Source: an optimization exercise on an open RTL-to-GDS flow (aim: small area). Production flows keep margins and buffers that such runs may drop.
Only simulation tests tie the RTL to the original design; equivalence was not proved.

==> job 3423: inputs <==
## gen_fifo_ctrl_mult_ch_top
module gen_fifo_ctrl_mult_ch_top #(
   parameter           CH_N         =    8 ,  
   parameter           ADD_W        =    8 ,  
   parameter           DAT_W        =   32 ,  
   parameter           RQST_CRDT_N  =    8 ,  
   parameter bit [0:0] RR_ARB_OPT   = 1'b1 ,  
   parameter           DLY_USER2MEM =    0 ,  
   parameter           DLY_MEM2USER =    1 ,  
   localparam RQST_CRDT_W = $clog2(RQST_CRDT_N) + 1 ,  
   localparam CH_W        = $clog2(CH_N)            ,  
   localparam CNT_W       = ADD_W + 1                  
)(
   input  logic                              clk               ,  
   input  logic                              rst_n             ,  
   input  logic [CH_N-1:0][ADD_W       -1:0] cfg_vec_dat_base  ,  
   input  logic [CH_N-1:0][CNT_W       -1:0] cfg_vec_dat_size  ,  
   input  logic [CH_N-1:0][CNT_W       -1:0] cfg_vec_dat_af_th ,  
   input  logic [CH_N-1:0][CNT_W       -1:0] cfg_vec_dat_ae_th ,  
   input  logic [CH_N-1:0][RQST_CRDT_W -1:0] cfg_vec_crd_af_th ,  
   input  logic [CH_N-1:0][RQST_CRDT_W -1:0] cfg_vec_crd_ae_th ,  
  ...
export LEC_CHECK = 0
export CAP_MARGIN = 5
export CORE_AREA = 2 2 198 198
export DIE_AREA = 0 0 200 200
export SLEW_MARGIN = 5
create_clock -name core_clock -period 10.0 [get_ports {clk}]
standard.sh (not shown) runs the stock make flow with config.mk's settings and CLKGATE_MAP_FILE= SYNTH_SCRIPT=/design/flow/synth_recipe.tcl, a recipe that flattens the netlist after the stock synthesis.
==> flow/flow/run.sh <==
#!/bin/bash
# Standard ORFS flow (the standard.sh) with:
#  - synthesis as standard (same ORFS synth.tcl and synth_recipe.tcl, so the
#    same registers and names), except that ABC maps with flow/abc_relaxed.script:
#    an area-oriented script (fraig, scorr, dc2, dch, then &nf with delay
#    relaxation -R 1000, followed by ORFS's usual buffering and sizing steps),
#    and with no separate adder mapping (ADDER_MAP_FILE empty), so that ABC
#    maps the adders together with the rest of the logic,
#  - I/O port buffers made from the smallest buffer cell,
#  - clock tree built from larger sink clusters and without dummy loads.
# Each step's full log is kept by ORFS under orfs/logs/; make's output goes to
# standard_flow.log in this folder.
set -euo pipefail
W=$PWD
mkdir -p "$W/mysyn"
# synth.tcl sourcing the modified preamble
sed "s|source \$::env(SCRIPTS_DIR)/synth_preamble.tcl|source $W/mysyn/synth_preamble.tcl|" \
  "$FLOW_HOME/scripts/synth.tcl" > "$W/mysyn/synth.tcl"
# preamble choosing the relaxed ABC script
sed "s|set abc_script \$::env(SCRIPTS_DIR)/abc_speed.script|set abc_script $W/flow/abc_relaxed.script|" \
  "$FLOW_HOME/scripts/synth_preamble.tcl" > "$W/mysyn/synth_preamble.tcl"
grep -q "abc_relaxed.script" "$W/mysyn/synth_preamble.tcl"
grep -q "mysyn/synth_preamble.tcl" "$W/mysyn/synth.tcl"
# The standard flow's synthesis script, sourcing the modified synth.tcl
sed "s|source \$::env(SCRIPTS_DIR)/synth.tcl|source $W/mysyn/synth.tcl|" \
  "$W/synth_recipe.tcl" > "$W/mysyn/synth_recipe.tcl"
grep -q "mysyn/synth.tcl" "$W/mysyn/synth_recipe.tcl"
# The standard.sh with that synthesis script
sed "s|SYNTH_SCRIPT=[^ ]*|SYNTH_SCRIPT=$W/mysyn/synth_recipe.tcl|" "$W/standard.sh" > "$W/mysyn/standard.sh"
grep -q "mysyn/synth_recipe.tcl" "$W/mysyn/standard.sh"
export ADDER_MAP_FILE=
export BUFFER_PORTS_ARGS="-buffer_cell sky130_fd_sc_hd__buf_1"
export CTS_ARGS="-sink_clustering_enable -repair_clock_nets -buf_list sky130_fd_sc_hd__clkbuf_8 -sink_clustering_size 14 -sink_clustering_max_diameter 60 -dont_use_dummy_load"
bash "$W/mysyn/standard.sh" > standard_flow.log 2>&1
==> flow/flow/abc_relaxed.script <==
strash
&get -n
&fraig -x
&put
scorr
dc2
strash
&get -n
&dch -f
&nf -R 1000 -F 8 -C 32
&put
buffer -c
topo
stime -c
upsize -c
dnsize -c
==> job 3639: changes against job 3423 <==
--- a/flow/design.v
+++ b/flow/design.v
@@ -367,28 +367,16 @@
    cu = up ; cd = dn ;
    for (int i=0; i<RQST_CRDT_W; i++) begin
       r[i] = a[i] ^ (cu | cd) ;
       cu = cu & a[i] ;
       cd = cd & ~a[i] ;
    end
    f_updn4 = r ;
 endfunction
-function automatic logic f_crd_ge (input logic [RQST_CRDT_W-1:0] c, input logic [RQST_CRDT_W-1:0] t) ;  
-   logic r ;
-   r = 1'b1 ;
-   for (int i=0; i<RQST_CRDT_W-1; i++) r = (c[i] & ~t[i]) | (c[i] & r) | (~t[i] & r) ;
-   f_crd_ge = c[RQST_CRDT_W-1] ? (~t[RQST_CRDT_W-1] | ~|t[RQST_CRDT_W-2:0]) : (~t[RQST_CRDT_W-1] & r) ;
-endfunction
-function automatic logic f_crd_le (input logic [RQST_CRDT_W-1:0] c, input logic [RQST_CRDT_W-1:0] t) ;  
-   logic r ;
-   r = 1'b1 ;
-   for (int i=0; i<RQST_CRDT_W-1; i++) r = (t[i] & ~c[i]) | (t[i] & r) | (~c[i] & r) ;
-   f_crd_le = c[RQST_CRDT_W-1] ? t[RQST_CRDT_W-1] : (t[RQST_CRDT_W-1] | r) ;
-endfunction
 logic [CH_N-1:0][CNT_W-1:0]       cnt_q   ;
 logic [CH_N-1:0][ADD_W-1:0]       rd_q    ;
 logic [CH_N-1:0][RQST_CRDT_W-1:0] crd_q   ;
 logic                             ovld_q  ;
 logic [CH_W-1:0]                  och_q   ;
 logic [1:0]                       cst_q   ;
 logic [CH_W-1:0]                  cch_q   ;
 logic            cst_idle, cst_prog, cst_done ;
@@ -501,18 +489,18 @@
          if (!rst_n)
             crd_q[CH] <= '0 ;
          else
             crd_q[CH] <= f_updn4(crd_q[CH], crd_inc & ~crd_dec, crd_dec & ~crd_inc) ;
       end
       assign crd_ex[CH]            = |crd_q[CH] ;
       assign sts_vec_crd_count[CH] = crd_q[CH] ;
       assign sts_vec_crd_full [CH] = crd_q[CH][RQST_CRDT_W-1] ;  
-      assign sts_vec_crd_af   [CH] = f_crd_ge(crd_q[CH], cfg_vec_crd_af_th[CH]) ;
-      assign sts_vec_crd_ae   [CH] = f_crd_le(crd_q[CH], cfg_vec_crd_ae_th[CH]) ;
+      assign sts_vec_crd_af   [CH] = f_ge4(crd_q[CH], cfg_vec_crd_af_th[CH]) ;
+      assign sts_vec_crd_ae   [CH] = f_ge4(cfg_vec_crd_ae_th[CH], crd_q[CH]) ;
       assign sts_vec_crd_empty[CH] = ~crd_ex[CH] ;
       assign err_vec_rqst_ovfl[CH] = rdq_c & sts_vec_crd_full[CH] ;
       assign err_vec_rqst_udfl[CH] = 1'b0 ;  
       assign sts_vec_dat_count[CH] = cnt_q[CH] ;
       assign dat_full [CH]         = full_q ;
       assign dat_empty[CH]         = cnt_q[CH] == '0 ;
       assign sts_vec_dat_full [CH] = dat_full[CH] ;
       assign sts_vec_dat_empty[CH] = dat_empty[CH] ;
--- a/flow/flow/run.sh
+++ b/flow/flow/run.sh
@@ -1,16 +1,13 @@
 #!/bin/bash
 # Standard ORFS flow (the standard.sh) with:
 #  - synthesis as standard (same ORFS synth.tcl and synth_recipe.tcl, so the
 #    same registers and names), except that ABC maps with flow/abc_relaxed.script:
-#    an area-oriented script (fraig, scorr, dc2, dch, then &nf with delay
-#    relaxation -R 1000, followed by ORFS's usual buffering and sizing steps),
-#    and with no separate adder mapping (ADDER_MAP_FILE empty), so that ABC
-#    maps the adders together with the rest of the logic,
+#    ORFS's abc_speed.script with a delay relaxation on &nf (-R 1000) for area,
 #  - I/O port buffers made from the smallest buffer cell,
 #  - clock tree built from larger sink clusters and without dummy loads.
 # Each step's full log is kept by ORFS under orfs/logs/; make's output goes to
 # standard_flow.log in this folder.
 set -euo pipefail
 W=$PWD
 mkdir -p "$W/mysyn"
 # synth.tcl sourcing the modified preamble
@@ -23,12 +20,11 @@
 grep -q "mysyn/synth_preamble.tcl" "$W/mysyn/synth.tcl"
 # The standard flow's synthesis script, sourcing the modified synth.tcl
 sed "s|source \$::env(SCRIPTS_DIR)/synth.tcl|source $W/mysyn/synth.tcl|" \
   "$W/synth_recipe.tcl" > "$W/mysyn/synth_recipe.tcl"
 grep -q "mysyn/synth.tcl" "$W/mysyn/synth_recipe.tcl"
 # The standard.sh with that synthesis script
 sed "s|SYNTH_SCRIPT=[^ ]*|SYNTH_SCRIPT=$W/mysyn/synth_recipe.tcl|" "$W/standard.sh" > "$W/mysyn/standard.sh"
 grep -q "mysyn/synth_recipe.tcl" "$W/mysyn/standard.sh"
-export ADDER_MAP_FILE=
 export BUFFER_PORTS_ARGS="-buffer_cell sky130_fd_sc_hd__buf_1"
 export CTS_ARGS="-sink_clustering_enable -repair_clock_nets -buf_list sky130_fd_sc_hd__clkbuf_8 -sink_clustering_size 14 -sink_clustering_max_diameter 60 -dont_use_dummy_load"
 bash "$W/mysyn/standard.sh" > standard_flow.log 2>&1
==> flow/flow/abc_relaxed.script (replaced) <==
&get -n
&st
&dch
&nf -R 1000
&st
&syn2
&if -g -K 6
&synch2
&nf -R 1000
&st
&syn2
&if -g -K 6
&synch2
&nf -R 1000
&st
&syn2
&if -g -K 6
&synch2
&nf -R 1000
&st
&syn2
&if -g -K 6
&synch2
&nf -R 1000
&st
&syn2
&if -g -K 6
&synch2
&nf -R 1000
&put
buffer -c
topo
stime -c
upsize -c
dnsize -c
Settings changed: CORE_AREA 2 2 198 198 to not set, CORE_MARGIN set to 2, CORE_UTILIZATION set to 40, DIE_AREA 0 0 200 200 to not set.
==> results.cfg <==
[synthesis]
synth_area_per_cell_um2 = 8.244

[grt]
grt_pass1_wl_um = 103700

[power]
p_comb_mw = 5.41
power_switching_mw = 3.980

[layout]
design_area_mm2 = 0.01603

[outcome]
status = complete, no violations

[timing]
finClkSkew_ns = 0.06658

[worst_hold_path]
min_from = gen_ch[5].af_q

[floorplanning]
die_y_um = 200

[placed_design]
place.gp.congestion = 0.9515
-- figures above: job 3423

==> results.cfg <==
[power]
p_comb_mw = 6.33
power_switching_mw = 4.602

[grt]
grt_pass1_wl_um = 104600

[synthesis]
synth_area_per_cell_um2 = 7.771

[placed_design]
place.gp.congestion = 0.9788

[worst_hold_path]
min_from = rd_q[26]

[outcome]
status = complete, no violations

[timing]
finClkSkew_ns = 0.07084

[floorplanning]
die_y_um = 197.5

[layout]
design_area_mm2 = 0.01736
-- figures above: job 3639

[what the ideal ports hide]
In the flow no input, the clock included, has a driving cell. The finished layouts below were timed again as built, in two steps.
Step 1: set_driving_cell puts a clkbuf_16 on clk and a buf_2 on each other input, an assumption about the parent block.
Step 2 times the ports against the registers' clock, not the clock port: input delays grow and output delays shrink by t, the midpoint of the rising clock arrivals with the driver on.
Three values: ideal, step 1, step 2; two values: the first two.
run	t (ns)	slack for setup (ns)	worst hold slack (ns)	slew at the worst register clock pin (ns)
job 3423	0.575	0.351 / 0.307 / 0.307	0.465 / 0.465 / 0.465	0.10 / 0.10
job 3639	0.594	0.375 / 0.355 / 0.355	0.491 / 0.491 / 0.491	0.10 / 0.10
After both steps setup and hold are still met in every run listed. For job 3423, which loses most, drivers alone change the setup slack by -0.044 ns; drivers and shift together by -0.044 ns.
